Context: an optimization exercise on an open-source flow, tuned for small area, a short achievable clock period and few clock cycles per item. The choices shown serve that exercise and are no tape-out recipe.
At most, simulation tests tie the RTL to the original design; equivalence was not proved.
For run 4, only the layout was checked, not whether the RTL still works.
No activity file was given, so power comes from the tool's default toggle rates. No driver is modelled on the clock port, so clocking that relies on it looks cheaper here than on a real chip.

[design/flow/design.v]
module mm_top(
    input  logic       clk,
    input  logic       rst,
    input  logic       read,
    input  logic       start,
    input  logic [7:0] in_data,
    input  logic [2:0] ram_slot,
    output logic       finish,
    output logic [8:0] out_data
);
    localparam int W0 = 17, W1 = 17, W2 = 15, W3 = 13;
    localparam int RW = W0 + W1 + W2 + W3;   
    localparam int O1 = W0, O2 = W0 + W1, O3 = W0 + W1 + W2;
    typedef enum logic [1:0] {IDLE = 2'd0, COMP = 2'd1, READ = 2'd2} state_t;
    state_t     state, state_n;
    logic [4:0] u, u_n;      
    logic [2:0] slot_q;      
    logic       fin_q;
    logic [1:0] g;           
    wire idle  = (state == IDLE);
    wire cmd_c = idle && start;
    wire cmd_r = idle && !start && read;
    always_comb begin
        state_n = state;
        u_n = u + 5'd1;
        case (state)
            IDLE: begin
                u_n = (cmd_c || cmd_r) ? 5'd1 : 5'd0;
                if (cmd_c) state_n = COMP;
                else if (cmd_r) state_n = READ;
            end
            COMP: if (u == 5'd31) state_n = IDLE;
            default: if (u == 5'd0) begin
                state_n = IDLE;
                u_n = 5'd0;
            end
        endcase
        if (rst) begin
            state_n = IDLE;
            u_n = 5'd0;
        end
    end
    always_ff @(posedge clk) begin
        g <= g + 2'd1;
        state <= state_n;
        u <= u_n;
        fin_q <= !rst && (state == COMP) && (u == 5'd30);
        if (idle) slot_q <= ram_slot;
    end
    assign finish = fin_q;
    logic [7:0] din_q;
    logic       v1, v2;
    logic [4:0] n1, n2;
    logic [2:0] d1, d2;
    logic [7:0] hs_q;        
    logic [7:0] we_q;        
    always_ff @(posedge clk) begin
        din_q <= in_data;
        v1 <= !rst && (cmd_c || state == COMP);
        n1 <= u;
        d1 <= idle ? ram_slot : slot_q;
        v2 <= v1;
        n2 <= n1;
        d2 <= d1;
        hs_q <= 8'd1 << ((!rst && (cmd_c || state == COMP)) ? (idle ? ram_slot : slot_q) : slot_q);
        for (int x = 0; x < 8; x++) we_q[x] <= v1 && (d1 == 3'(x));
    end
    logic [7:0] kh;
    always_ff @(posedge clk) kh <= 8'd1 << u[4:2];
    wire [14:0] a = 15'(din_q);
    function automatic logic [14:0] pick(input logic s, input logic [14:0] v);
        pick = s ? v : 15'd0;
    endfunction
    wire [14:0] a0 = pick(kh[0] | kh[5] | kh[7], a << 1) | pick(kh[1], a << 4)
                   | pick(kh[2] | kh[3], a << 7) | pick(kh[4], a << 3) | pick(kh[6], a);
    wire [14:0] b0 = pick(kh[0] | kh[5], a) | pick(kh[1], a << 2)
                   | pick(kh[2], ~(a << 3)) | pick(kh[3], ~a);
    wire [14:0] c0 = pick(kh[1], a << 1) | pick(kh[2], a);
    wire        n0 = kh[2] | kh[3];
    wire [14:0] a1 = pick(kh[0], a << 3) | pick(kh[1] | kh[4], a << 7)
                   | pick(kh[2] | kh[7], a << 1) | pick(kh[3] | kh[5], a << 2) | pick(kh[6], a);
    wire [14:0] b1 = pick(kh[1], ~(a << 2)) | pick(kh[4], ~(a << 3)) | pick(kh[5], a << 1);
    wire [14:0] c1 = pick(kh[1], a);
    wire        n1b = kh[1] | kh[4];
    wire [14:0] a2 = pick(kh[0] | kh[4], a << 4) | pick(kh[1], a << 5)
                   | pick(kh[2] | kh[3] | kh[7], a << 1) | pick(kh[5], a << 3) | pick(kh[6], a);
    wire [14:0] b2 = pick(kh[0], a << 1) | pick(kh[1], a << 3) | pick(kh[2] | kh[5], a);
    wire [14:0] a3 = pick(kh[0] | kh[6], a) | pick(kh[1] | kh[5], a << 3)
                   | pick(kh[2], a << 2) | pick(kh[4] | kh[7], a << 1);
    wire [14:0] b3 = pick(kh[1], a << 1) | pick(kh[5], a << 2);
    logic [14:0] p0, p1, p2, p3;
    always_ff @(posedge clk) begin
        p0 <= a0 + b0 + c0 + 15'(n0);
        p1 <= a1 + b1 + c1 + 15'(n1b);
        p2 <= a2 + b2;
        p3 <= a3 + b3;
    end
    wire last2  = (n2[4:2] == 3'd7);
    logic [RW-1:0] nheads [0:7];
    logic [1:0]    bases [0:7];
    logic [8:0]    sp_out [0:7];
    logic [RW-1:0] head_q;
    logic [RW-1:0] nhead;
    always_comb begin
        nhead = '0;
        for (int x = 0; x < 8; x++) nhead = nhead | (hs_q[x] ? nheads[x] : '0);
    end
    always_ff @(posedge clk) head_q <= (v1 && n1[4:2] == 3'd0) ? '0 : nhead;
    wire  [RW-1:0] head = head_q;
    wire [RW-1:0] ah = head;
    wire [W0-1:0] s0 = ah[O1-1:0]  + W0'(p0);
    wire [W1-1:0] s1 = ah[O2-1:O1] + W1'(p1);
    wire [W2-1:0] s2 = ah[O3-1:O2] + W2'(p2);
    wire [W3-1:0] s3 = ah[RW-1:O3] + W3'(p3);
    wire [RW-1:0] sum = {s3, s2, s1, s0};
    wire [4:0] u_p1 = u + 5'd1;
    wire       rd   = (state == READ);
    wire [1:0] i_n  = (rd && !rst) ? u_p1[2:1] : 2'd0;
    logic sp_use, sp_h;
    always_ff @(posedge clk) begin
        sp_use <= !(rd && !rst && u_p1[4:3] != 2'd0);
        sp_h   <= u_n[0];
    end
    for (genvar x = 0; x < 8; x++) begin : g_slot
        logic [RW-1:0] ring0, ring1, ring2, ring3;
        logic [1:0] base;    
        logic [1:0] pos;     
        wire we = we_q[x];
        always_ff @(posedge clk) begin
            ring0 <= ring1;
            ring1 <= ring2;
            ring2 <= ring3;
            ring3 <= we ? sum : ring0;
            if (we && last2 && n2[1:0] == 2'd0) base <= g;
            pos <= base + i_n - g - 2'd1;
        end
        assign nheads[x] = ring1;
        assign bases[x] = base;
        logic [16:0] c0;
        always_comb begin
            case (pos)
                2'd0: c0 = ring0[16:0];
                2'd1: c0 = ring1[16:0];
                2'd2: c0 = ring2[16:0];
                default: c0 = ring3[16:0];
            endcase
        end
        assign sp_out[x] = sp_h ? {1'b0, c0[16:9]} : c0[8:0];
    end
    wire [1:0] hrow_n = g + 2'd1 - bases[slot_q];
    wire [5:0] m_a = 6'((6'(u) + 6'd3) >> 1);
    wire [5:0] m_b = m_a + 6'd1;
    wire rd_n = rd;
    wire ok_a = rd_n && m_a >= 6'd4 && m_a <= 6'd15 && m_a[1:0] == hrow_n;
    wire ok_b = rd_n && m_b >= 6'd4 && m_b <= 6'd15 && m_b[1:0] == hrow_n;
    wire [5:0] m_f = ok_a ? m_a : m_b;
    logic f_en0, f_en1;
    logic [1:0] f_col;
    always_ff @(posedge clk) begin
        f_en0 <= (ok_a || ok_b) && !m_f[0];
        f_en1 <= (ok_a || ok_b) &&  m_f[0];
        f_col <= m_f[3:2];
    end
    logic [16:0] hcol;
    always_comb begin
        case (f_col)
            2'd0: hcol = head[O1-1:0];
            2'd1: hcol = head[O2-1:O1];
            2'd2: hcol = 17'(head[O3-1:O2]);
            default: hcol = 17'(head[RW-1:O3]);
        endcase
    end
    logic [16:0] hold0, hold1;
    logic [7:0]  hi_q;
    logic [8:0]  out_q;
    logic        o_par;
    always_ff @(posedge clk) o_par <= u_p1[1];
    wire  [16:0] hold_m = o_par ? hold1 : hold0;
    wire  [2:0]  rslot = idle ? ram_slot : slot_q;
    always_ff @(posedge clk) begin
        if (f_en0) hold0 <= hcol;
        if (f_en1) hold1 <= hcol;
        hi_q <= hold_m[16:9];
        if (sp_use)     out_q <= sp_out[rslot];
        else if (!sp_h) out_q <= hold_m[8:0];
        else            out_q <= {1'b0, hi_q};
    end
    assign out_data = out_q;
endmodule
[design/flow/flow/run.sh]
#!/bin/bash
set -euo pipefail
bash standard.sh SETUP_SLACK_MARGIN=6.8 "CTS_ARGS=-sink_clustering_enable -repair_clock_nets -dont_use_dummy_load" "BUFFER_PORTS_ARGS=-buffer_cell sky130_fd_sc_hd__buf_2" finish > standard_flow.log 2>&1
[design/flow/standard.sh]
#!/bin/bash
# synth_recipe.tcl (not shown) runs the flow's synth.tcl, then flattens the netlist and writes it again
# the make line also repeats each setting of config.mk as NAME=value (left out here)
make -C /OpenROAD-flow-scripts/flow DESIGN_CONFIG=/design/flow/config.mk WORK_HOME=/design/flow/orfs CLKGATE_MAP_FILE= SYNTH_SCRIPT=/design/flow/synth_recipe.tcl "${@:-finish}"
[design/flow/config.mk]
export PLATFORM = sky130hd
export DESIGN_NAME = mm_top
export DESIGN_NICKNAME = mm_top
export VERILOG_FILES = /design/flow/design.v
export SDC_FILE = /design/flow/constraint.sdc
export NUM_CORES = 4
export LEC_CHECK = 0
export ABC_AREA = 1
export CAP_MARGIN = 20
export CORE_MARGIN = 2
export CORE_UTILIZATION = 40
export SLEW_MARGIN = 20
[design/flow/constraint.sdc]
create_clock -name core_clock -period 10.0 [get_ports {clk}]
set_input_delay 2.0000 -clock core_clock [delete_from_list [all_inputs] [get_ports {clk}]]
set_output_delay 2.0000 -clock core_clock [all_outputs]
set_load 0.01 [all_outputs]
==> results by group, run 1 <==
Timing
  – Fin crit share: 0.334
  – Setup TNS: 0 ps
  – Slew Limit Fails: 0
  – Max Freq: 300 MHz
  – RSZ-0062 raised after global routing: yes
  – Max-slew headroom at the worst pin: 0.215
  – Final setup fails: 0
  – Worst Tran Pin Value: 1180 ps
  – Final min period: 3340 ps
  – Worst Skew: 143 ps
  – Final hold violation count: 0

Clocking
  – Worst-Skew Late Latency: 890 ps
  – Total CTS buffers: 209
  – CTS hold repair buffers: 0
  – Max clock buf depth: 3
  – Root Driver: clkbuf_16
  – CTS clk-pin slew, worst paths: 60 ps
  – H-tree levels: 4
  – Clk sinks: 2247
  – CTS tree: done

GRT
  – Vias in the first global route: 45600
  – Remaining global-route overflow: 0
  – Initial antenna violation count: 11
  – Overall global routing resource usage: 0.234
  – First-pass GRT wire length: 302 mm
  – Pin count of the biggest net entering global routing: 70

Power
  – Worst VDD drop: 176 uV
  – Leak: 31.6 nW
  – Pint: 15.1 mW
  – Reg power frac: 0.559
  – Switch Pwr: 5.72 mW
  – Combinational share of power: 0.119
  – Clock network fraction of total power: 0.322
  – Switching Share: 0.275
  – Cell Pwr Density: 276 nW/um^2

Worst setup path
  – Critical Path Stages: 1
  – WP data required: 8000 ps
  – Crit-path max FO: 1
  – Arrival time worst endpoint: 1340 ps
  – Worst Setup End Kind: primary output
  – Worst Setup SP: out_q[6]$_DFF_P_
  – Delay-heaviest family, CP: flip-flops
  – Worst reg-to-reg path cell count: 13
  – R2r endpoint: p1[10]$_DFF_P_
  – Crit-path cells: buf_6
  – Buf+Inv Stages, Crit Path: 1
  – Delay of the slowest cell on the worst path: 400 ps
  – Setup CP Type: register to primary output
  – Worst R2R Setup Slack: 6890 ps
  – FF-to-FF Start: din_q[0]$_DFF_P_
  – Slowest library cell on the worst path: dfxtp_4
  – Worst setup SP type: register

Placement
  – Hpwl dp: 137 mm
  – Placed Area: 69900 sq um
  – Routability cong.: 0.949
  – Port bufs: 24

Hold path
  – Hold Path Depth: 0
  – Hold Crit Endpoint: g_slot[1].ring2[61]$_DFF_P_
  – Hold Crit Class: register to register
  – Hold Path Origin: g_slot[1].ring3[61]$_DFF_P_

Finish
  – Synth-to-Final Area Change: 11.7%
  – Share of cells above drive strength 1: 0.0687
  – # diodes: 0
  – Commonest non-fill, non-tap cell in the layout: dfxtp_1
  – Final instance area: 75400 sq um
  – Nets@finish: 6863
  – Most frequent cells in the layout: 2156 x dfxtp_1, 1870 x nand2_1, 420 x nand3_1

Floorplanning
  – Chip Height: 415 um
  – Cell Rows: 150
  – I/O pin count: 25
  – Initial Utilization: 0.403
  – Area of the die: 172000 sq um
  – Die Wd: 415 um
  – Core ar.: 167000 sq um

Synth
  – Mapped Cells: 6657
  – YS warnings: 4
  – Mapped Nets: 6822
  – Mean post-synth cell area: 10.1 sq um
  – Synth Register Bits: 2247
  – Post-Synthesis Cell Area: 67500 sq um
  – Sequential-to-total area share from yosys stat: 0.674
  – Cell variety after synth: 55

Drt
  – First drt pass iteration count: 6
  – Vias after detailed routing: 46500
  – Routed WL: 205 mm
  – DR iter-0 viols: 4041
  – Wire per inst: 23.0 um
  – Antenna-violating nets left: 0
  – Via/cell ratio: 5.22
  – Number of remaining DRC errors: 0

Outcome
  – Status: complete, no violations

Job
  – Max-cap violations: 0
sequential cells by signal, summed over array words and instances, names as in the netlist, 9 cells and up:
name,flops
hold0,17
g_slot.ring1,496
head_q,62
p1,15
g_slot.ring2,496
p3,12
g_slot.pos,16
p2,14
p0,15
g_slot.ring3,496
out_q,9
g_slot.base,16
hold1,17
g_slot.ring0,496
worst max-delay path by stage:
stage | to | slack, ps
global route | out_data[6] | 6630
floorplan | g_slot[0].pos[1]$_DFF_P_ | 6870
global placement | out_q[0]$_DFF_P_ | 6270
detailed placement | p1[10]$_DFF_P_ | 6170
finish | out_data[6] | 6660
CTS | out_data[6] | 6620
cells in the mapped netlist (all sizes together):
cell	n	share of area
o2111ai	16	0.0021
a21o	9	0.0010
inv	234	0.013
o211ai	25	0.0028
o221ai	11	0.0014
a21oi	288	0.021
o32ai	1	0.00013
ha	117	0.022
o21ai	416	0.032
nand2	1890	0.11
dfxtp	2197	0.65
xor2	57	0.0077
a31oi	44	0.0041
fa	33	0.0098
nand4	111	0.010
buf	50	0.0045
o21a	4	0.00044
a22o	66	0.0086
o22ai	23	0.0021
or2	7	0.00065
clkinv	16	0.00089
a41oi	4	0.00052
a221oi	80	0.010
nor2	161	0.010
nand3b	17	0.0020
a21boi	1	0.00011
o31ai	9	0.0010
nand3	423	0.032
nor3	26	0.0019
nor4	6	0.00065
a211oi	5	0.00056
xnor2	36	0.0048
edfxtp	50	0.022
o21bai	5	0.00056
nand2b	1	0.000093
clkbuf	218	0.012
final cells by class:
type                       instances  area [sq um]
timing repair buffer              98           736
tap                             2204          2760
inverter                         250           973
multi-input combinational       3892         20100
sequential                      2247         45600
fill                           15800         92000
clock buffer                     209          5230
repair_timing:
item	CTS	global route
pin swaps	0	3
setup buffers	3	7
resized for setup	62	32
endpoints found under the setup margin	36	47
per-layer routing:
| metal | GRT usage | part of all wire | up-vias |
|---|---|---|---|
| li1 | - | - | 22000 |
| met1 | 0.325 | 0.46 | 22500 |
| met2 | 0.367 | 0.44 | 1625 |
| met3 | 0.0399 | 0.063 | 366 |
| met4 | 0.0830 | 0.036 | 10 |
| met5 | 0 | 0.00027 | - |
logic make-up (layout without fill, tap and decap cells):
logic type / after synthesis / count (layout) / synth area share
AOI/OAI and AO/OA: 1007 / 1007 / 0.0887
xor gates and xnor gates: 93 / 93 / 0.0125
adders and majority gates: 150 / 150 / 0.0315
buffers and inverters: 518 / 557 / 0.0305
DFF: 2247 / 2247 / 0.674
and+or+nand+nor: 2642 / 2642 / 0.163
metrics by stage:
step | std cells | util | total power, mW | hold WS (ps) | setup WS [ps]
after floorplan | 6657 | - | 12.8 | 310 | 6870
after global placement | 8681 | 0.417 | 14.1 | 310 | 6270
after detailed placement | 8681 | 0.417 | 14.2 | 312 | 6170
after CTS | 8893 | 0.450 | 20.9 | 250 | 6620
after global routing | 8900 | 0.450 | 21.6 | 246 | 6630
final | 8900 | 0.450 | 20.8 | 248 | 6660
power groups by stage:
stage	Combinational [mW]	Sequential, mW	Clock [mW]
after floorplan	1.42	11.3	0
after global placement	2.41	11.7	0
after detailed placement	2.43	11.8	0
after CTS	2.46	11.6	6.81
after global routing	2.68	11.8	7.16
final	2.48	11.6	6.69
Testbench counts, summed over its fixed seeds: cycles 12,480, items 192.
==> run 2: changes to the inputs <==
==> design/flow/flow/run.sh (replaced) <==
#!/bin/bash
set -euo pipefail
bash standard.sh SETUP_SLACK_MARGIN=6.8 "CTS_ARGS=-sink_clustering_enable -repair_clock_nets -dont_use_dummy_load -sink_clustering_size 24 -sink_clustering_max_diameter 100" "BUFFER_PORTS_ARGS=-buffer_cell sky130_fd_sc_hd__buf_2" finish > standard_flow.log 2>&1
--- a/design/flow/config.mk
+++ b/design/flow/config.mk
@@ -8,5 +8,5 @@
 export ABC_AREA = 1
 export CAP_MARGIN = 20
 export CORE_MARGIN = 2
-export CORE_UTILIZATION = 40
+export CORE_UTILIZATION = 55
 export SLEW_MARGIN = 20
==> results by group, run 2 <==
Floorplanning
  – Chip Height: 354 um
  – Die Wd: 354 um
  – Cell Rows: 128
  – Initial Utilization: 0.554
  – Area of the die: 126000 sq um
  – Core ar.: 122000 sq um
  – I/O pin count: 25

Finish
  – Nets@finish: 6749
  – Multi-input logic area: 20200 sq um
  – # diodes: 0
  – Most frequent cells in the layout: 2154 x dfxtp_1, 1869 x nand2_1, 420 x nand3_1
  – Final instance area: 72000 sq um
  – Final Util: 0.591
  – Commonest non-fill, non-tap cell in the layout: dfxtp_1
  – Fillers: 10500
  – Synth-to-Final Area Change: 6.71%
  – Share of cells above drive strength 1: 0.0545
  – Reg area: 45600 sq um

Worst setup path
  – Delay of the slowest cell on the worst path: 440 ps
  – Worst setup SP type: register
  – Worst R2R Setup Slack: 6900 ps
  – Buf+Inv Stages, Crit Path: 1
  – Crit-path max FO: 1
  – Worst Setup End Kind: primary output
  – WP data required: 8000 ps
  – Delay-heaviest family, CP: flip-flops
  – Worst reg-to-reg path cell count: 12
  – Critical Path Stages: 1
  – Arrival time worst endpoint: 1310 ps
  – R2r endpoint: p1[10]$_DFF_P_
  – FF-to-FF Start: kh[6]$_SDFF_PN0_
  – Crit-path cells: buf_6
  – Slowest library cell on the worst path: dfxtp_4
  – Setup CP Type: register to primary output

GRT
  – Initial antenna violation count: 9
  – Remaining global-route overflow: 0
  – Vias in the first global route: 44000
  – Pin count of the biggest net entering global routing: 64
  – First-pass GRT wire length: 299 mm
  – Overall global routing resource usage: 0.321

Power
  – Cell Pwr Density: 257 nW/um^2
  – Worst VDD drop: 210 uV
  – Leak: 30.2 nW

Timing
  – Max Freq: 302 MHz
  – RSZ-0062 raised after global routing: yes
  – Final hold violation count: 0
  – Worst Tran Pin Value: 1200 ps
  – Fin crit share: 0.331
  – Worst Skew: 84.9 ps
  – Final WS setup: 6690 ps
  – Max-slew headroom at the worst pin: 0.201
  – Slew Limit Fails: 0
  – Setup TNS: 0 ps
  – Hold_ws: 287 ps
  – Final min period: 3310 ps
  – Final setup fails: 0

Synth
  – Yosys top cell by area: dfxtp_1
  – Synth top area cells: dfxtp_1 65%, nand2_1 10%, nand3_1 3.1%, o21ai_0 2.9%, edfxtp_1 2.2%
  – Post-Synthesis Cell Area: 67500 sq um
  – Post-synth top cells: 2197 x dfxtp_1, 1874 x nand2_1, 420 x nand3_1
  – Mapped Nets: 6822
  – Cell variety after synth: 55
  – Synth top area share: 0.651
  – Top FF cell, synth: dfxtp_1
  – Post-synth EDFFs: 50
  – Ys async rst share: 0
  – Synth Register Bits: 2247
  – Sequential-to-total area share from yosys stat: 0.674
  – YS warnings: 4
  – Mean post-synth cell area: 10.1 sq um
  – Mapped Cells: 6657
  – Count leader, synth: dfxtp_1

Clocking
  – Clk sinks: 2247
  – Worst-Skew Late Latency: 770 ps
  – H-tree levels: 3
  – Total CTS buffers: 104
  – CTS tree: done
  – CTS clk-pin slew, worst paths: 100 ps
  – Max clock buf depth: 3
  – Root Driver: clkbuf_16

Drt
  – First drt pass iteration count: 6
  – Wire per inst: 24.9 um
  – Antenna-violating nets left: 0
  – Number of remaining DRC errors: 0
  – Routed WL: 204 mm
  – DR iter-0 viols: 4873
  – Vias after detailed routing: 46400
  – Via/cell ratio: 5.65

Placement
  – Port bufs: 24
  – Pre-CTS setup slack: 6240 ps
  – Placed Area: 69000 sq um
  – Hpwl dp: 134 mm
  – Routability cong.: 0.965

Hold path
  – Hold Crit Endpoint: g_slot[7].ring2[28]$_DFF_P_
  – Hold Path Origin: g_slot[7].ring3[28]$_DFF_P_
  – Hold Path Depth: 0
  – Hold Crit Class: register to register

Job
  – Max-cap violations: 0

Outcome
  – Status: complete, no violations
run 2: cell counts after synthesis:
No cell type changed its count.
run 2: area by class of cell:
| cell class | count | share of cell area |
|---|---|---|
| Timing Repair inverter | 1 | 0.000104 |
| Timing Repair Buffer | 87 | 0.00907 |
| Sequential cell | 2247 | 0.633 |
| Inverter | 250 | 0.0136 |
| Multi-Input combinational cell | 3893 | 0.280 |
| Clock buffer | 104 | 0.0361 |
| Tap cell | 1625 | 0.0282 |
run 2: logic make-up after synthesis:
family / count (synthesis) / share of synthesized area
xor+xnor: 93 / 0.0125
compound gates: 1007 / 0.0887
flops: 2247 / 0.674
buf+inv: 518 / 0.0305
simple gates: 2642 / 0.163
fa+ha+maj: 150 / 0.0315
run 2: metrics by stage:
stage	cells	total power, mW
2_1_floorplan	6657	12.8
3_3_place_gp	8088	14.0
3_5_place_dp	8088	14.1
4_1_cts	8194	18.6
5_1_grt	8207	19.3
6_report	8207	18.5
run 2: routing by layer:
| layer | part of all wire | global-route usage | up-vias | routed length (um) |
|---|---|---|---|---|
| li1 | - | - | 21700 | - |
| met1 | 0.44 | 0.455 | 22400 | 90200 |
| met2 | 0.44 | 0.499 | 1839 | 90000 |
| met3 | 0.074 | 0.0426 | 373 | 15000 |
| met4 | 0.043 | 0.130 | 6 | 8710 |
| met5 | 0.00018 | 0 | - | 36 |
run 2: worst max path at each step:
| stage | startpoint | to |
|---|---|---|
| 2_1_floorplan | rst | g_slot[0].pos[1]$_DFF_P_ |
| 3_3_place_gp | ram_slot[2] | out_q[4]$_DFF_P_ |
| 3_5_place_dp | ram_slot[2] | out_q[2]$_DFF_P_ |
| 4_1_cts | out_q[8]$_DFF_P_ | out_data[8] |
| 5_1_grt | out_q[6]$_DFF_P_ | out_data[6] |
| 6_report | out_q[1]$_DFF_P_ | out_data[1] |
run 2: report_power, final:
part / internal [mW] / total [mW] / switching (mW)
registers: 10.7 / 11.6 / 0.892
logic: 0.675 / 2.39 / 1.72
clock network: 1.85 / 4.53 / 2.67
run 2: repair_timing:
action,4_1_cts,5_1_grt
buffers inserted,2,10
setup endpoints to repair,43,56
gates cloned,0,2
pin swaps,0,2
hold buffers,0,0
gates resized for setup,58,43
==> run 3: changes to the inputs <==
--- a/design/flow/config.mk
+++ b/design/flow/config.mk
@@ -8,5 +8,5 @@
 export ABC_AREA = 1
 export CAP_MARGIN = 20
 export CORE_MARGIN = 2
-export CORE_UTILIZATION = 55
+export CORE_UTILIZATION = 40
 export SLEW_MARGIN = 20
==> results by group, run 3 <==
Worst setup path
  – Setup CP Type: register to primary output
  – Arrival time worst endpoint: 1270 ps
  – Buf+Inv Stages, Crit Path: 1
  – Worst R2R Setup Slack: 6900 ps
  – Slowest library cell on the worst path: dfxtp_4
  – WP data required: 8000 ps
  – Worst Setup SP: out_q[6]$_DFF_P_
  – Worst setup SP type: register
  – FF-to-FF Start: din_q[3]$_DFF_P_
  – Worst Setup End Kind: primary output
  – Delay-heaviest family, CP: flip-flops
  – Crit-path max FO: 1
  – R2r endpoint: p1[9]$_DFF_P_
  – Crit-path cells: buf_6
  – Worst reg-to-reg path cell count: 14
  – Delay of the slowest cell on the worst path: 420 ps

Clocking
  – CTS tree: done
  – Root Driver: clkbuf_16
  – CTS hold repair buffers: 0
  – Total CTS buffers: 104
  – H-tree levels: 3
  – Clk sinks: 2247
  – Worst-Skew Late Latency: 790 ps
  – Max clock buf depth: 3
  – CTS clk-pin slew, worst paths: 100 ps

Timing
  – Final min period: 3270 ps
  – Worst Skew: 99.0 ps
  – Max-slew headroom at the worst pin: 0.186
  – Fin crit share: 0.327
  – Max Freq: 306 MHz
  – Final setup fails: 0
  – Setup TNS: 0 ps
  – Hold_ws: 295 ps
  – Slew Limit Fails: 0
  – RSZ-0062 raised after global routing: yes
  – Worst Tran Pin Value: 1220 ps
  – Final hold violation count: 0

Finish
  – Most frequent cells in the layout: 2155 x dfxtp_1, 1870 x nand2_1, 420 x nand3_1
  – Commonest non-fill, non-tap cell in the layout: dfxtp_1
  – Share of cells above drive strength 1: 0.0540
  – Synth-to-Final Area Change: 7.82%
  – Fillers: 16000
  – Nets@finish: 6760
  – Final Util: 0.435

Synth
  – Yosys top cell by area: dfxtp_1
  – Synth Register Bits: 2247
  – Post-synth top cells: 2197 x dfxtp_1, 1874 x nand2_1, 420 x nand3_1
  – Synth top area share: 0.651
  – Mapped Cells: 6657
  – Ys async rst share: 0
  – Top FF cell, synth: dfxtp_1
  – YS warnings: 4
  – Mapped Nets: 6822
  – Post-synth EDFFs: 50
  – Count leader, synth: dfxtp_1
  – Sequential-to-total area share from yosys stat: 0.674
  – Synth top area cells: dfxtp_1 65%, nand2_1 10%, nand3_1 3.1%, o21ai_0 2.9%, edfxtp_1 2.2%
  – Mean post-synth cell area: 10.1 sq um
  – Cell variety after synth: 55
  – Post-Synthesis Cell Area: 67500 sq um

Hold path
  – Hold Crit Endpoint: g_slot[0].ring1[41]$_DFF_P_
  – Hold Path Depth: 0
  – Hold Path Origin: g_slot[0].ring2[41]$_DFF_P_
  – Hold Crit Class: register to register

Drt
  – Routed WL: 202 mm
  – Number of remaining DRC errors: 0
  – Wire per inst: 23.0 um
  – First drt pass iteration count: 6
  – Via/cell ratio: 5.20
  – Vias after detailed routing: 45800
  – Antenna-violating nets left: 0
  – DR iter-0 viols: 4353

Placement
  – Routability cong.: 0.949
  – Port bufs: 24
  – Hpwl dp: 137 mm

Floorplanning
  – Chip Height: 415 um
  – I/O pin count: 25
  – Area of the die: 172000 sq um
  – Cell Rows: 150
  – Initial Utilization: 0.403
  – Die Wd: 415 um
  – Core ar.: 167000 sq um

GRT
  – Remaining global-route overflow: 0
  – Grt met1 use: 0.325
  – First-pass GRT wire length: 297 mm
  – Overall global routing resource usage: 0.230
  – Vias in the first global route: 44400
  – Top Usage Layer GRT: met2
  – Pin count of the biggest net entering global routing: 70
  – Met2 Track Usage GR: 0.367
  – M3 GR Usage: 0.0311
  – Initial antenna violation count: 12

Job
  – Max-cap violations: 0

Power
  – Worst VDD drop: 170 uV
  – Leak: 30.3 nW
  – Cell Pwr Density: 256 nW/um^2

Outcome
  – Status: complete, no violations
[run 3: cell counts after synthesis]
No cell type changed its count.
[run 3: area by class of cell]
| cell class | instances | area [sq um] | share of cell area |
|---|---|---|---|
| Tap cell | 2204 | 2760 | 0.0379 |
| Clock buffer | 104 | 2600 | 0.0358 |
| Timing Repair Buffer | 100 | 751 | 0.0103 |
| Multi-Input combinational cell | 3892 | 20100 | 0.276 |
| Inverter | 250 | 975 | 0.0134 |
| Antenna cell | 1 | 2.50 | 0.0000344 |
| Sequential cell | 2247 | 45600 | 0.626 |
[run 3: repair_timing]
action	in CTS	in global routing
pin swaps	0	2
setup buffers	2	10
gates resized for setup	60	35
setup endpoints to repair	33	34
cloned	0	0
[run 3: report_power, final]
part           leakage [nW]  total [mW]  internal (mW)  switching, mW
clock                  1.28        4.53           1.85           2.68
combinational          10.6        2.46          0.705           1.76
sequential             18.4        11.6           10.7          0.884
[run 3: worst max path at each step]
stage | endpoint | slack [ps] | cells after the start
2_1_floorplan | g_slot[0].pos[1]$_DFF_P_ | 6870 | 6
3_3_place_gp | out_q[0]$_DFF_P_ | 6270 | 10
3_5_place_dp | p1[10]$_DFF_P_ | 6170 | 12
4_1_cts | out_data[2] | 6690 | 1
5_1_grt | out_data[8] | 6700 | 1
6_report | out_data[6] | 6730 | 1
[run 3: cell families (layout without fill, tap and decap cells)]
kind of cell             after synthesis  in the layout  share of synthesized area
AND/OR/NAND/NOR                     2642           2642                      0.163
flip-flops                          2247           2247                      0.674
AO/OA/AOI/OAI                       1007           1007                     0.0887
buffers and inverters                518            454                     0.0305
adder cells (fa/ha/maj)              150            150                     0.0315
XOR/XNOR                              93             93                     0.0125
other                                  0              1                          0
[run 3: routing by layer]
metal	wire length, um	vias to the layer above
li1	-	21800
met1	93700	22200
met2	90300	1486
met3	11700	306
met4	6520	10
met5	61	-
[run 3: per-stage QoR]
step	setup slack, ps	std cells	total power, mW	cell area, sq um
floorplan	6870	6657	12.8	67500
global route	6700	8797	19.4	72800
global placement	6270	8681	14.1	69900
CTS	6690	8787	18.7	72600
finish	6730	8798	18.6	72800
detailed placement	6170	8681	14.2	69900
==> run 4: changes to the inputs <==
--- a/design/flow/design.v
+++ b/design/flow/design.v
@@ -53,6 +53,7 @@
     logic [4:0] n1, n2;
     logic [2:0] d1, d2;
     logic [7:0] hs_q;        
+    logic       first_q;     
     logic [7:0] we_q;        
     always_ff @(posedge clk) begin
         din_q <= in_data;
@@ -62,7 +63,8 @@
         v2 <= v1;
         n2 <= n1;
         d2 <= d1;
-        hs_q <= 8'd1 << ((!rst && (cmd_c || state == COMP)) ? (idle ? ram_slot : slot_q) : slot_q);
+        hs_q <= 8'd1 << (v1 ? d1 : slot_q);
+        first_q <= v1 && n1[4:2] == 3'd0;
         for (int x = 0; x < 8; x++) we_q[x] <= v1 && (d1 == 3'(x));
     end
     logic [7:0] kh;
@@ -99,15 +101,12 @@
     logic [RW-1:0] nheads [0:7];
     logic [1:0]    bases [0:7];
     logic [8:0]    sp_out [0:7];
-    logic [RW-1:0] head_q;
-    logic [RW-1:0] nhead;
+    logic [RW-1:0] head;
     always_comb begin
-        nhead = '0;
-        for (int x = 0; x < 8; x++) nhead = nhead | (hs_q[x] ? nheads[x] : '0);
+        head = '0;
+        for (int x = 0; x < 8; x++) head = head | (hs_q[x] ? nheads[x] : '0);
     end
-    always_ff @(posedge clk) head_q <= (v1 && n1[4:2] == 3'd0) ? '0 : nhead;
-    wire  [RW-1:0] head = head_q;
-    wire [RW-1:0] ah = head;
+    wire [RW-1:0] ah = first_q ? '0 : head;
     wire [W0-1:0] s0 = ah[O1-1:0]  + W0'(p0);
     wire [W1-1:0] s1 = ah[O2-1:O1] + W1'(p1);
     wire [W2-1:0] s2 = ah[O3-1:O2] + W2'(p2);
@@ -134,7 +133,7 @@
             if (we && last2 && n2[1:0] == 2'd0) base <= g;
             pos <= base + i_n - g - 2'd1;
         end
-        assign nheads[x] = ring1;
+        assign nheads[x] = ring0;
         assign bases[x] = base;
         logic [16:0] c0;
         always_comb begin
==> results by group, run 4 <==
Clocking
  – Worst-Skew Late Latency: 760 ps
  – CTS tree: done
  – Max clock buf depth: 3
  – H-tree levels: 3
  – CTS clk-pin slew, worst paths: 90 ps
  – Root Driver: clkbuf_16
  – CTS hold repair buffers: 0
  – Clk sinks: 2186
  – Total CTS buffers: 101

Hold path
  – Hold Crit Class: register to register

Power
  – Final Power: 19.7 mW
  – Cell Pwr Density: 257 nW/um^2
  – Leak: 32.3 nW
  – Worst VDD drop: 146 uV

GRT
  – First-pass GRT wire length: 308 mm
  – Overall global routing resource usage: 0.246
  – Remaining global-route overflow: 0
  – Vias in the first global route: 45200
  – Pin count of the biggest net entering global routing: 61
  – Initial antenna violation count: 5

Synth
  – Count leader, synth: dfxtp_1
  – Post-synth top cells: 2136 x dfxtp_1, 2014 x nand2_1, 439 x nand3_1
  – Sequential-to-total area share from yosys stat: 0.665
  – YS warnings: 4
  – Mapped Nets: 6921
  – Synth Register Bits: 2186
  – Synth top area share: 0.643
  – Ys async rst share: 0
  – Post-synth EDFFs: 50
  – Mapped Cells: 6756
  – Post-Synthesis Cell Area: 66500 sq um
  – Mean post-synth cell area: 9.85 sq um
  – Top FF cell, synth: dfxtp_1
  – Cell variety after synth: 59
  – Yosys top cell by area: dfxtp_1
  – Synth top area cells: dfxtp_1 64%, nand2_1 11%, nand3_1 3.3%, o21ai_0 3.1%, edfxtp_1 2.3%

Timing
  – Fin crit share: 0.337
  – Max Freq: 297 MHz
  – RSZ-0062 raised after global routing: yes
  – Max-slew headroom at the worst pin: 0.260
  – Final WS setup: 6630 ps
  – Final min period: 3370 ps
  – Slew Limit Fails: 0
  – Final hold violation count: 0
  – Final setup fails: 0
  – Hold_ws: 271 ps
  – Worst Tran Pin Value: 1110 ps
  – Worst Skew: 137 ps
  – Setup TNS: 0 ps

Worst setup path
  – WP data required: 10630 ps
  – Worst Setup End Kind: register
  – Crit-path max FO: 8
  – Setup CP Type: register to register
  – Arrival time worst endpoint: 3990 ps
  – Worst setup SP type: register

Finish
  – Most frequent cells in the layout: 2090 x dfxtp_1, 1937 x nand2_1, 356 x o21ai_0
  – Synth-to-Final Area Change: 15.4%
  – Nets@finish: 7045
  – Final Util: 0.465
  – Commonest non-fill, non-tap cell in the layout: dfxtp_1
  – Share of cells above drive strength 1: 0.139

Floorplanning
  – Die Wd: 412 um
  – Initial Utilization: 0.403
  – Chip Height: 412 um
  – Area of the die: 170000 sq um
  – Cell Rows: 149
  – I/O pin count: 25
  – Core ar.: 165000 sq um

Drt
  – First drt pass iteration count: 7
  – DR iter-0 viols: 5571
  – Routed WL: 217 mm
  – Number of remaining DRC errors: 0
  – Vias after detailed routing: 48400
  – Wire per inst: 23.9 um
  – Via/cell ratio: 5.34
  – Antenna-violating nets left: 0

Placement
  – Routability cong.: 0.985
  – Port bufs: 24
  – Pre-CTS setup slack: 5090 ps
  – Hpwl dp: 136 mm

Job
  – Max-cap violations: 0

Outcome
  – Status: complete, no violations
==> run 4: changes by cell type in the layout (fill, tap and decap cells not counted), sizes merged, moves of 32 or more <==
cell | previous run | this run
a221oi | 80 | 48
a22o | 66 | 15
a31oi | 44 | 9
buf | 100 | 284
dfxtp | 2197 | 2136
nand2 | 1890 | 2022
==> run 4: critical path, stage by stage (launching register included) <==
cell	delay, ps
dfxtp_4	380
buf_4	180
nand2_1	190
nand4_1	440
a221oi_4	450
a31oi_4	160
ha_4	260
buf_6	110
nand2_2	50
inv_2	40
a21oi_4	210
nand3b_1	230
nand3_4	290
nand3_1	220
nand2_1	60
==> run 4: area by class of cell <==
type	count	area, sq um
tap	2189	2740
clock buffer	101	2530
antenna	2	5.00
inverter	272	1080
sequential	2186	44400
fill	15300	88200
timing repair inverter	1	7.51
timing repair buffer	292	3010
multi-input combinational	4026	23000
==> run 4: power by group <==
part	internal (mW)	leakage [nW]	switching, mW	total [mW]
sequential	10.6	18.0	0.860	11.5
combinational	1.41	13.0	2.44	3.85
clock	1.80	1.24	2.61	4.41
total	13.8	32.3	5.91	19.7
==> run 4: repair_timing <==
| action | 4_1_cts | 5_1_grt |
|---|---|---|
| resized for setup | 413 | 356 |
| setup buffers | 120 | 81 |
| cloned | 3 | 7 |
| pin swaps | 96 | 158 |
| endpoints found under the setup margin | 539 | 418 |
==> run 4: final timing paths <==
path / from / slack [ps] / endpoint / cells after the start
min: g_slot[7].ring1[44]$_DFF_P_ / 270 / g_slot[7].ring0[44]$_DFF_P_ / 0
max reg2reg: hs_q[2]$_SDFF_PP0_ / 6630 / g_slot[4].ring3[13]$_DFF_P_ / 14
min reg2reg: g_slot[7].ring1[44]$_DFF_P_ / 270 / g_slot[7].ring0[44]$_DFF_P_ / 0
max: hs_q[2]$_SDFF_PP0_ / 6630 / g_slot[4].ring3[13]$_DFF_P_ / 14
==> run 4: through the flow <==
stage	instances	area [sq um]
2_1_floorplan	6756	66500
3_3_place_gp	8755	68800
3_5_place_dp	8755	68800
4_1_cts	8979	74400
5_1_grt	9067	76700
6_report	9069	76800
==> run 4: metal layers <==
layer	GRT usage	wire length, um
met3	0.0368	18000
met4	0.101	10400
met1	0.353	96300
met5	0	0
met2	0.369	92300
==> run 4: kinds of logic after synthesis <==
family                   synth area share
buffers and inverters              0.0322
AND/OR/NAND/NOR                     0.180
adder cells (fa/ha/maj)            0.0319
AO/OA/AOI/OAI                      0.0774
flip-flops                          0.665
XOR/XNOR                           0.0132
==> run 5: changes to the inputs <==
--- a/design/flow/design.v
+++ b/design/flow/design.v
@@ -53,7 +53,6 @@
     logic [4:0] n1, n2;
     logic [2:0] d1, d2;
     logic [7:0] hs_q;        
-    logic       first_q;     
     logic [7:0] we_q;        
     always_ff @(posedge clk) begin
         din_q <= in_data;
@@ -63,8 +62,7 @@
         v2 <= v1;
         n2 <= n1;
         d2 <= d1;
-        hs_q <= 8'd1 << (v1 ? d1 : slot_q);
-        first_q <= v1 && n1[4:2] == 3'd0;
+        hs_q <= 8'd1 << ((!rst && (cmd_c || state == COMP)) ? (idle ? ram_slot : slot_q) : slot_q);
         for (int x = 0; x < 8; x++) we_q[x] <= v1 && (d1 == 3'(x));
     end
     logic [7:0] kh;
@@ -101,12 +99,15 @@
     logic [RW-1:0] nheads [0:7];
     logic [1:0]    bases [0:7];
     logic [8:0]    sp_out [0:7];
-    logic [RW-1:0] head;
+    logic [RW-1:0] head_q;
+    logic [RW-1:0] nhead;
     always_comb begin
-        head = '0;
-        for (int x = 0; x < 8; x++) head = head | (hs_q[x] ? nheads[x] : '0);
+        nhead = '0;
+        for (int x = 0; x < 8; x++) nhead = nhead | (hs_q[x] ? nheads[x] : '0);
     end
-    wire [RW-1:0] ah = first_q ? '0 : head;
+    always_ff @(posedge clk) head_q <= (v1 && n1[4:2] == 3'd0) ? '0 : nhead;
+    wire  [RW-1:0] head = head_q;
+    wire [RW-1:0] ah = head;
     wire [W0-1:0] s0 = ah[O1-1:0]  + W0'(p0);
     wire [W1-1:0] s1 = ah[O2-1:O1] + W1'(p1);
     wire [W2-1:0] s2 = ah[O3-1:O2] + W2'(p2);
@@ -133,7 +134,7 @@
             if (we && last2 && n2[1:0] == 2'd0) base <= g;
             pos <= base + i_n - g - 2'd1;
         end
-        assign nheads[x] = ring0;
+        assign nheads[x] = ring1;
         assign bases[x] = base;
         logic [16:0] c0;
         always_comb begin
==> design/flow/run.sh (new file) <==
#!/bin/bash
# synth_recipe.tcl (not shown) runs the flow's synth.tcl, then flattens the netlist and writes it again
# the make line also repeats each setting of config.mk as NAME=value (left out here)
make -C /OpenROAD-flow-scripts/flow DESIGN_CONFIG=/design/flow/config.mk WORK_HOME=/design/flow/orfs CLKGATE_MAP_FILE= SYNTH_SCRIPT=/design/flow/synth_recipe.tcl finish
--- a/design/flow/config.mk
+++ b/design/flow/config.mk
@@ -9,4 +9,7 @@
 export CAP_MARGIN = 20
 export CORE_MARGIN = 2
 export CORE_UTILIZATION = 40
+export CTS_CLUSTER_DIAMETER = 100
+export CTS_CLUSTER_SIZE = 24
+export SETUP_SLACK_MARGIN = 5
 export SLEW_MARGIN = 20
removed: design/flow/flow/run.sh
removed: design/flow/standard.sh
==> results by group, run 5 <==
Outcome
  – Status: complete, no violations

Power
  – Combinational share of power: 0.129
  – Switching Share: 0.289
  – Reg power frac: 0.619
  – Worst VDD drop: 193 uV
  – Pint: 13.3 mW
  – Switch Pwr: 5.42 mW
  – Clock network fraction of total power: 0.252
  – Cell Pwr Density: 258 nW/um^2
  – Leak: 30.2 nW

GRT
  – Remaining global-route overflow: 0
  – Vias in the first global route: 44600
  – Initial antenna violation count: 19
  – Pin count of the biggest net entering global routing: 70
  – First-pass GRT wire length: 298 mm
  – Overall global routing resource usage: 0.230

Synth
  – Mapped Cells: 6657
  – Mapped Nets: 6822
  – Cell variety after synth: 55
  – Synth top area share: 0.651
  – Post-synth top cells: 2197 x dfxtp_1, 1874 x nand2_1, 420 x nand3_1
  – Synth Register Bits: 2247
  – Count leader, synth: dfxtp_1
  – YS warnings: 4
  – Mean post-synth cell area: 10.1 sq um
  – Post-synth EDFFs: 50
  – Ys async rst share: 0
  – Top FF cell, synth: dfxtp_1
  – Post-Synthesis Cell Area: 67500 sq um
  – Synth top area cells: dfxtp_1 65%, nand2_1 10%, nand3_1 3.1%, o21ai_0 2.9%, edfxtp_1 2.2%
  – Yosys top cell by area: dfxtp_1
  – Sequential-to-total area share from yosys stat: 0.674

Finish
  – Share of cells above drive strength 1: 0.0420
  – Final non-filler cell total: 8796
  – Most frequent cells in the layout: 2180 x dfxtp_1, 1874 x nand2_1, 420 x nand3_1
  – Commonest non-fill, non-tap cell in the layout: dfxtp_1
  – Fillers: 16100
  – Final Util: 0.435
  – Nets@finish: 6737
  – Synth-to-Final Area Change: 7.88%

Floorplanning
  – Cell Rows: 150
  – Area of the die: 172000 sq um
  – Die Wd: 415 um
  – I/O pin count: 25
  – Core ar.: 167000 sq um
  – Chip Height: 415 um
  – Initial Utilization: 0.403

Drt
  – First drt pass iteration count: 6
  – Wire per inst: 22.9 um
  – Routed WL: 201 mm
  – DR iter-0 viols: 4699
  – Vias after detailed routing: 46000
  – Number of remaining DRC errors: 0
  – Antenna-violating nets left: 0
  – Via/cell ratio: 5.23

Timing
  – RSZ-0062 raised after global routing: no
  – Slew Limit Fails: 0
  – Final setup fails: 0
  – Final hold violation count: 0
  – Max Freq: 250 MHz
  – Max-slew headroom at the worst pin: 0.161
  – Setup TNS: 0 ps
  – Worst Skew: 68.7 ps
  – Final min period: 3990 ps
  – Fin crit share: 0.399
  – Worst Tran Pin Value: 1250 ps

Placement
  – Routability cong.: 0.944
  – Placed Cells: 8669
  – Port bufs: 24
  – Hpwl dp: 133 mm

Worst setup path
  – Delay of the slowest cell on the worst path: 650 ps
  – Delay-heaviest family, CP: buffers and inverters
  – Crit-path cells: clkdlybuf4s50_1
  – FF-to-FF Start: kh[1]$_SDFF_PP0_
  – Worst reg-to-reg path cell count: 12
  – R2r endpoint: p1[10]$_DFF_P_
  – Arrival time worst endpoint: 1990 ps
  – Worst R2R Setup Slack: 6180 ps
  – Worst Setup End Kind: primary output
  – Setup CP Type: register to primary output
  – WP data required: 8000 ps
  – Worst setup SP type: register
  – Buf+Inv Stages, Crit Path: 1
  – Slowest library cell on the worst path: clkdlybuf4s50_1
  – Crit-path max FO: 1

Job
  – Max-cap violations: 0

Clocking
  – CTS tree: done
  – Max clock buf depth: 3
  – Root Driver: clkbuf_16
  – Post-CTS Setup Bufs: 0
  – Clk sinks: 2247
  – Post-cts gate resize count: 0
  – CTS hold repair buffers: 0
  – Total CTS buffers: 105
  – Worst-Skew Late Latency: 810 ps
  – CTS clk-pin slew, worst paths: 110 ps
  – H-tree levels: 3

Hold path
  – Hold Path Origin: g_slot[5].ring3[16]$_DFF_P_
  – Hold Crit Class: register to register
  – Hold Path Depth: 0
  – Hold Crit Endpoint: g_slot[5].ring2[16]$_DFF_P_
==> run 5: cell types whose count changed in the layout (fill, tap and decap cells not counted), sizes merged, moves of 30 or more <==
cell,change
buf,-232
nand2,-132
dfxtp,+61
a22o,+51
a31oi,+35
a221oi,+32
nor2,-30
==> run 5: logic make-up (layout without fill, tap and decap cells) <==
logic type / after synthesis / after routing / share of synthesized area
fa+ha+maj: 150 / 150 / 0.0315
xor+xnor: 93 / 93 / 0.0125
compound gates: 1007 / 1007 / 0.0887
flops: 2247 / 2247 / 0.674
other cells: 0 / 2 / 0
simple gates: 2642 / 2642 / 0.163
buf+inv: 518 / 451 / 0.0305
==> run 5: metrics by stage <==
| stage | hold slack, ps | setup WS [ps] | total power [mW] | instance area, sq um |
|---|---|---|---|---|
| after detailed placement | 312 | 5710 | 14.2 | 69900 |
| after floorplan | 310 | 6660 | 12.8 | 67500 |
| final | 306 | 6010 | 18.8 | 72800 |
| after global routing | 302 | 5980 | 19.6 | 72800 |
| after CTS | 292 | 5910 | 18.8 | 72800 |
| after global placement | 310 | 5810 | 14.1 | 69900 |
==> run 5: how the worst max path moves through the flow <==
stage	startpoint	end	slack, ps	cells past startpoint
2_1_floorplan	rst	g_slot[0].pos[1]$_DFF_P_	6660	6
3_3_place_gp	rst	g_slot[3].pos[1]$_DFF_P_	5810	7
3_5_place_dp	rst	g_slot[0].pos[1]$_DFF_P_	5710	7
4_1_cts	out_q[8]$_DFF_P_	out_data[8]	5910	1
5_1_grt	out_q[8]$_DFF_P_	out_data[8]	5980	1
6_report	out_q[8]$_DFF_P_	out_data[8]	6010	1
==> run 5: final cells by class <==
| cell class | instances | area (sq um) | share of cell area |
|---|---|---|---|
| Clock inverter | 12 | 268 | 0.00368 |
| Tap cell | 2204 | 2760 | 0.0379 |
| Inverter | 250 | 958 | 0.0132 |
| Timing Repair Buffer | 76 | 631 | 0.00866 |
| Sequential cell | 2247 | 45500 | 0.625 |
| Clock buffer | 113 | 2660 | 0.0365 |
| Antenna cell | 2 | 5.00 | 0.0000687 |
| Multi-Input combinational cell | 3892 | 20000 | 0.275 |
==> run 5: power by group through the flow <==
stage | clock network [mW] | registers (mW) | logic, mW
detailed placement | 0 | 11.8 | 2.40
CTS | 4.82 | 11.6 | 2.41
floorplan | 0 | 11.3 | 1.42
global placement | 0 | 11.7 | 2.40
finish | 4.73 | 11.6 | 2.43
global route | 5.14 | 11.8 | 2.65
==> run 5: metal layers <==
layer | vias to the layer above | GRT usage | share of wire
li1 | 21700 | - | -
met1 | 22300 | 0.323 | 0.45
met2 | 1656 | 0.360 | 0.44
met3 | 318 | 0.0370 | 0.072
met4 | 16 | 0.0718 | 0.031
met5 | - | 0 | 0.00056
Testbench counts of run 5, summed over its fixed seeds: cycles 12,480, items 192.
==> run 6: changes to the inputs <==
==> design/flow/flow/run.sh (new file) <==
#!/bin/bash
set -euo pipefail
bash standard.sh SETUP_SLACK_MARGIN=6.8 "CTS_ARGS=-sink_clustering_enable -repair_clock_nets -dont_use_dummy_load -sink_clustering_size 30 -sink_clustering_max_diameter 120" "BUFFER_PORTS_ARGS=-buffer_cell sky130_fd_sc_hd__buf_2" finish > standard_flow.log 2>&1
==> design/flow/standard.sh (new file) <==
#!/bin/bash
# synth_recipe.tcl (not shown) runs the flow's synth.tcl, then flattens the netlist and writes it again
# the make line also repeats each setting of config.mk as NAME=value (left out here)
make -C /OpenROAD-flow-scripts/flow DESIGN_CONFIG=/design/flow/config.mk WORK_HOME=/design/flow/orfs CLKGATE_MAP_FILE= SYNTH_SCRIPT=/design/flow/synth_recipe.tcl "${@:-finish}"
--- a/design/flow/config.mk
+++ b/design/flow/config.mk
@@ -9,7 +9,4 @@
 export CAP_MARGIN = 20
 export CORE_MARGIN = 2
 export CORE_UTILIZATION = 40
-export CTS_CLUSTER_DIAMETER = 100
-export CTS_CLUSTER_SIZE = 24
-export SETUP_SLACK_MARGIN = 5
 export SLEW_MARGIN = 20
removed: design/flow/run.sh
==> results by group, run 6 <==
Drt
  – Vias after detailed routing: 45700
  – DR iter-0 viols: 4118
  – First drt pass iteration count: 8
  – Number of remaining DRC errors: 0
  – Routed WL: 202 mm
  – Via/cell ratio: 5.21
  – Wire per inst: 23.0 um
  – Antenna-violating nets left: 0

Synth
  – Synth top area cells: dfxtp_1 65%, nand2_1 10%, nand3_1 3.1%, o21ai_0 2.9%, edfxtp_1 2.2%
  – Count leader, synth: dfxtp_1
  – Sequential-to-total area share from yosys stat: 0.674
  – Mapped Cells: 6657
  – Post-Synthesis Cell Area: 67500 sq um
  – Synth top area share: 0.651
  – Synth Register Bits: 2247
  – Yosys top cell by area: dfxtp_1
  – YS warnings: 4
  – Ys async rst share: 0
  – Top FF cell, synth: dfxtp_1
  – Post-synth top cells: 2197 x dfxtp_1, 1874 x nand2_1, 420 x nand3_1
  – Cell variety after synth: 55
  – Post-synth EDFFs: 50
  – Mapped Nets: 6822
  – Mean post-synth cell area: 10.1 sq um

Worst setup path
  – WP data required: 8000 ps
  – Slowest library cell on the worst path: dfxtp_4
  – Delay-heaviest family, CP: flip-flops
  – Worst setup SP type: register
  – Crit-path cells: buf_6
  – Worst Setup SP: out_q[6]$_DFF_P_
  – Arrival time worst endpoint: 1270 ps
  – Delay of the slowest cell on the worst path: 430 ps
  – Worst Setup End Kind: primary output
  – Buf+Inv Stages, Crit Path: 1
  – FF-to-FF Start: din_q[1]$_DFF_P_
  – Setup CP Type: register to primary output
  – Crit-path max FO: 1

Clocking
  – H-tree levels: 3
  – CTS clk-pin slew, worst paths: 120 ps
  – Root Driver: clkbuf_16
  – Max clock buf depth: 3
  – CTS tree: done
  – Worst-Skew Late Latency: 760 ps
  – Total CTS buffers: 86
  – Clk sinks: 2247

Timing
  – Setup TNS: 0 ps
  – Fin crit share: 0.327
  – Max-slew headroom at the worst pin: 0.194
  – Final min period: 3270 ps
  – Worst Tran Pin Value: 1210 ps
  – RSZ-0062 raised after global routing: yes
  – Max Freq: 306 MHz
  – Final setup fails: 0
  – Final hold violation count: 0
  – Slew Limit Fails: 0
  – Worst Skew: 103 ps

GRT
  – Pin count of the biggest net entering global routing: 70
  – Remaining global-route overflow: 0
  – First-pass GRT wire length: 297 mm
  – Vias in the first global route: 44200
  – Initial antenna violation count: 12
  – Overall global routing resource usage: 0.230

Floorplanning
  – Core ar.: 167000 sq um
  – Die Wd: 415 um
  – Cell Rows: 150
  – Chip Height: 415 um
  – Initial Utilization: 0.403
  – Area of the die: 172000 sq um
  – I/O pin count: 25

Placement
  – Hpwl dp: 137 mm
  – Placed Area: 69900 sq um
  – Routability cong.: 0.949
  – Port bufs: 24

Finish
  – Commonest non-fill, non-tap cell in the layout: dfxtp_1
  – Final Util: 0.432
  – Most frequent cells in the layout: 2155 x dfxtp_1, 1871 x nand2_1, 420 x nand3_1
  – Share of cells above drive strength 1: 0.0511
  – Synth-to-Final Area Change: 7.14%
  – Fillers: 16100
  – Nets@finish: 6740
  – Final instance area: 72300 sq um

Outcome
  – Status: complete, no violations

Hold path
  – Hold Crit Class: register to register
  – Hold Path Origin: g_slot[4].ring2[40]$_DFF_P_

Power
  – Cell Pwr Density: 252 nW/um^2
  – Worst VDD drop: 171 uV
  – Leak: 30.0 nW

Job
  – Max-cap violations: 0
## run 6: cell counts after synthesis
Identical to the previous run, type by type.
## run 6: cell type report
| cell class | instances | area, sq um | area share |
|---|---|---|---|
| timing repair buffer | 98 | 736 | 0.0102 |
| tap | 2204 | 2760 | 0.0381 |
| multi-input combinational | 3892 | 20100 | 0.278 |
| clock buffer | 86 | 2150 | 0.0298 |
| sequential | 2247 | 45600 | 0.630 |
| antenna | 1 | 2.50 | 0.0000346 |
| inverter | 250 | 975 | 0.0135 |
## run 6: worst paths after layout
path / endpoint / slack [ps] / depth (start not counted)
worst max-delay path: out_data[6] / 6730 / 1
worst min-delay path: g_slot[4].ring1[40]$_DFF_P_ / 300 / 0
worst max register to register: p1[10]$_DFF_P_ / 6910 / 13
worst min register to register: g_slot[4].ring1[40]$_DFF_P_ / 300 / 0
## run 6: where the power goes
group	internal (mW)	total, mW	switching (mW)
registers	10.7	11.6	0.887
logic	0.705	2.46	1.76
clock network	1.56	4.16	2.60
total	13.0	18.2	5.25
## run 6: metrics by stage
step / total power [mW] / instances / hold WS (ps) / setup WS, ps
floorplan: 12.8 / 6657 / 310 / 6870
global placement: 14.1 / 8681 / 310 / 6270
global route: 19.0 / 8777 / 298 / 6690
CTS: 18.3 / 8769 / 297 / 6690
detailed placement: 14.2 / 8681 / 312 / 6170
finish: 18.2 / 8778 / 300 / 6730
## run 6: per-layer routing
| metal | up-vias | track usage | share of wire |
|---|---|---|---|
| met3 | 303 | 0.0338 | 0.061 |
| met2 | 1433 | 0.367 | 0.45 |
| met4 | 10 | 0.0665 | 0.032 |
| li1 | 21700 | - | - |
| met5 | - | 0 | 0.00031 |
| met1 | 22200 | 0.322 | 0.46 |
## run 6: cells by family after synthesis
logic type	Yosys count	synth area share
and+or+nand+nor	2642	0.163
DFF	2247	0.674
AOI/OAI and AO/OA	1007	0.0887
buffers and inverters	518	0.0305
adders and majority gates	150	0.0315
xor gates and xnor gates	93	0.0125
## run 6: timing repair
action	CTS	global route
pin swaps	0	2
buffers inserted	2	8
setup endpoints to repair	33	37
hold buffers	0	0
gates resized for setup	63	32
==> run 7: changes to the inputs <==
==> design/flow/flow/run.sh (replaced) <==
#!/bin/bash
set -euo pipefail
ARGS=(SETUP_SLACK_MARGIN=6.8 "CTS_ARGS=-sink_clustering_enable -repair_clock_nets -dont_use_dummy_load -sink_clustering_size 24 -sink_clustering_max_diameter 100" "BUFFER_PORTS_ARGS=-buffer_cell sky130_fd_sc_hd__buf_2")
bash standard.sh "${ARGS[@]}" 3_3_place_gp > standard_flow_place.log 2>&1
ODB=orfs/results/sky130hd/mm_top/base/3_3_place_gp.odb MOVE_FRAC=0.7 openroad -no_init -exit flow/move_out_regs.tcl > move_out_regs.log 2>&1
bash standard.sh "${ARGS[@]}" finish > standard_flow.log 2>&1
==> design/flow/flow/move_out_regs.tcl (new file) <==
# Pull each register that drives an output port's buffer part of the way
# towards that buffer, after global placement; detailed placement
# legalizes the result.
set frac $::env(MOVE_FRAC)
read_db $::env(ODB)
set block [ord::get_db_block]
foreach bterm [$block getBTerms] {
  if {[$bterm getIoType] != "OUTPUT"} { continue }
  set net [$bterm getNet]
  set buf ""
  foreach it [$net getITerms] { if {[$it isOutputSignal]} { set buf [$it getInst] } }
  if {$buf == ""} { continue }
  set ff ""
  foreach it [$buf getITerms] {
    if {[$it isInputSignal] && [$it getNet] != "NULL"} {
      foreach it2 [[$it getNet] getITerms] { if {[$it2 isOutputSignal]} { set ff [$it2 getInst] } }
    }
  }
  if {$ff == "" || ![[$ff getMaster] isSequential]} { continue }
  set bl [$buf getLocation]
  set fl [$ff getLocation]
  set x [expr {int([lindex $fl 0] + $frac * ([lindex $bl 0] - [lindex $fl 0]))}]
  set y [expr {int([lindex $fl 1] + $frac * ([lindex $bl 1] - [lindex $fl 1]))}]
  puts "move [$ff getName] from $fl to $x $y (buffer [$buf getName] at $bl)"
  $ff setLocation $x $y
}
write_db $::env(ODB)
==> results by group, run 7 <==
Synth
  – Sequential-to-total area share from yosys stat: 0.674
  – Post-Synthesis Cell Area: 67500 sq um
  – Post-synth EDFFs: 50
  – Cell variety after synth: 55
  – Count leader, synth: dfxtp_1
  – Top FF cell, synth: dfxtp_1
  – Synth top area cells: dfxtp_1 65%, nand2_1 10%, nand3_1 3.1%, o21ai_0 2.9%, edfxtp_1 2.2%
  – Ys async rst share: 0
  – Post-synthesis mux area share: 0
  – Yosys top cell by area: dfxtp_1
  – Post-synthesis compound-gate area fraction: 0.0887
  – Mean post-synth cell area: 10.1 sq um
  – Mapped Nets: 6822
  – Mapped Cells: 6657
  – Largest family of logic cells by synthesized area: simple AND/OR/NAND/NOR gates
  – Xor/xnor share of the synthesized area: 0.0125
  – YS warnings: 4
  – Post-synth top cells: 2197 x dfxtp_1, 1874 x nand2_1, 420 x nand3_1
  – Synth Area in Simple Gates: 0.163
  – Synth top area share: 0.651
  – Synth Area in Adders: 0.0315
  – Synth Register Bits: 2247

Worst setup path
  – Worst setup SP type: register
  – Crit-path max FO: 1
  – Setup CP Type: register to primary output
  – Slowest library cell on the worst path: dfxtp_2
  – Arrival time worst endpoint: 1260 ps
  – Delay of the slowest cell on the worst path: 360 ps
  – WP data required: 8000 ps
  – Worst Setup End Kind: primary output
  – Buf+Inv Stages, Crit Path: 1
  – Crit-path cells: buf_6
  – Worst R2R Setup Slack: 6920 ps
  – Delay-heaviest family, CP: flip-flops

Timing
  – Max-slew headroom at the worst pin: 0.227
  – Setup TNS: 0 ps
  – Worst Skew: 117 ps
  – Fin crit share: 0.326
  – RSZ-0062 raised after global routing: yes
  – Slew Limit Fails: 0
  – Worst Tran Pin Value: 1150 ps
  – Final WS setup: 6740 ps
  – Final hold violation count: 0
  – Max Freq: 307 MHz
  – Final min period: 3260 ps
  – Final setup fails: 0

Outcome
  – Status: complete, no violations

Floorplanning
  – I/O pin count: 25
  – Core ar.: 167000 sq um
  – Initial Utilization: 0.403
  – Cell Rows: 150
  – Die Wd: 415 um
  – Area of the die: 172000 sq um
  – Chip Height: 415 um

Finish
  – Final instance area: 72800 sq um
  – Commonest non-fill, non-tap cell in the layout: dfxtp_1
  – Share of cells above drive strength 1: 0.0548
  – Nets@finish: 6758
  – Most frequent cells in the layout: 2156 x dfxtp_1, 1869 x nand2_1, 420 x nand3_1
  – # diodes: 0
  – Synth-to-Final Area Change: 7.86%
  – Final Util: 0.435

Clocking
  – CTS tree: done
  – Max clock buf depth: 3
  – Root Driver: clkbuf_16
  – Total CTS buffers: 105
  – H-tree levels: 3
  – CTS hold repair buffers: 0
  – CTS clk-pin slew, worst paths: 100 ps
  – Clk sinks: 2247
  – Worst-Skew Late Latency: 780 ps

Placement
  – Hpwl dp: 136 mm
  – Placed Area: 69900 sq um
  – Routability cong.: 0.949
  – Port bufs: 24
  – Pre-CTS setup slack: 6070 ps

GRT
  – Pin count of the biggest net entering global routing: 70
  – Remaining global-route overflow: 0
  – Initial antenna violation count: 14
  – First-pass GRT wire length: 298 mm
  – Overall global routing resource usage: 0.230
  – Vias in the first global route: 44500

Drt
  – Vias after detailed routing: 45700
  – DR iter-0 viols: 4060
  – First drt pass iteration count: 6
  – Number of remaining DRC errors: 0
  – Routed WL: 202 mm
  – Antenna-violating nets left: 0
  – Via/cell ratio: 5.20
  – Wire per inst: 23.0 um

Power
  – Final Power: 18.6 mW
  – Leak: 30.3 nW
  – Worst VDD drop: 182 uV
  – Cell Pwr Density: 256 nW/um^2

Job
  – Max-cap violations: 0

Hold path
  – Hold Crit Class: register to register
run 7: cell counts after synthesis:
No cell type changed its count.
run 7: logic make-up after synthesis:
kind of cell               after synthesis
xor gates and xnor gates                93
AOI/OAI and AO/OA                     1007
buffers and inverters                  518
and+or+nand+nor                       2642
adders and majority gates              150
DFF                                   2247
run 7: through the flow:
stage                     hold WS, ps  std cells
after floorplan                   310       6657
after global placement            310       8681
after detailed placement          312       8681
after CTS                         293       8788
after global routing              301       8795
final                             302       8795
run 7: area by class of cell:
| cell class | instances | area (sq um) |
|---|---|---|
| clock buffer | 105 | 2630 |
| fill | 16100 | 94600 |
| inverter | 250 | 992 |
| multi-input combinational | 3892 | 20100 |
| sequential | 2247 | 45600 |
| tap | 2204 | 2760 |
| timing repair buffer | 97 | 728 |
run 7: routing by layer:
| metal | global-route usage | part of all wire |
|---|---|---|
| met1 | 0.326 | 0.46 |
| met2 | 0.363 | 0.44 |
| met3 | 0.0339 | 0.059 |
| met4 | 0.0724 | 0.036 |
| met5 | 0 | 0.00040 |
run 7: worst paths after layout:
kind | startpoint | to | cells past startpoint
setup / recovery | out_q[1]$_DFF_P_ | out_data[1] | 1
setup reg to reg | din_q[3]$_DFF_P_ | p1[10]$_DFF_P_ | 12
hold reg to reg | g_slot[0].ring2[26]$_DFF_P_ | g_slot[0].ring1[26]$_DFF_P_ | 0
hold / removal | g_slot[0].ring2[26]$_DFF_P_ | g_slot[0].ring1[26]$_DFF_P_ | 0
run 7: power by group:
group | switching, mW | internal, mW | leakage (nW)
combinational | 1.78 | 0.708 | 10.6
clock | 2.68 | 1.87 | 1.29
sequential | 0.868 | 10.7 | 18.4
run 7: timing repair:
action	in CTS	in global routing
setup endpoints to repair	34	39
resized for setup	50	46
pin swaps	0	2
setup buffers	2	7

[re-timing with driven ports]
In the flow no input, the clock included, has a driving cell. The finished layouts below were timed again as built, in two steps. Step 1 sets driving cells, clkbuf_16 on the clock port and buf_2 on the other inputs (assumed; they add their load-dependent delay and slew). Step 2 moves the port delays by t, midway between the first and last clock arrival at a register: inputs arrive t later, outputs are due t later. That takes back most of the time a late clock gives input paths. a / b / c = ideal / step 1 / step 2; a / b = the first two.
| run | t, ns | setup slack, ns | cell pins on the clock port's net |
|---|---|---|---|
| run 1 | 0.900 | 6.664 / 6.578 / 6.141 | 1 |
| run 2 | 0.796 | 6.693 / 6.620 / 6.208 | 1 |
| run 3 | 0.827 | 6.730 / 6.640 / 6.226 | 1 |
| run 4 | 0.780 | 6.635 / 6.612 / 6.039 | 1 |
| run 5 | 0.853 | 6.006 / 5.924 / 5.703 | 1 |
| run 6 | 0.799 | 6.732 / 6.642 / 6.212 | 1 |
| run 7 | 0.811 | 6.744 / 6.659 / 6.166 | 1 |
After both steps every run listed still meets setup and hold. The setup slack of run 4, which loses most, moves by -0.023 ns with the drivers and by -0.596 ns with both steps.
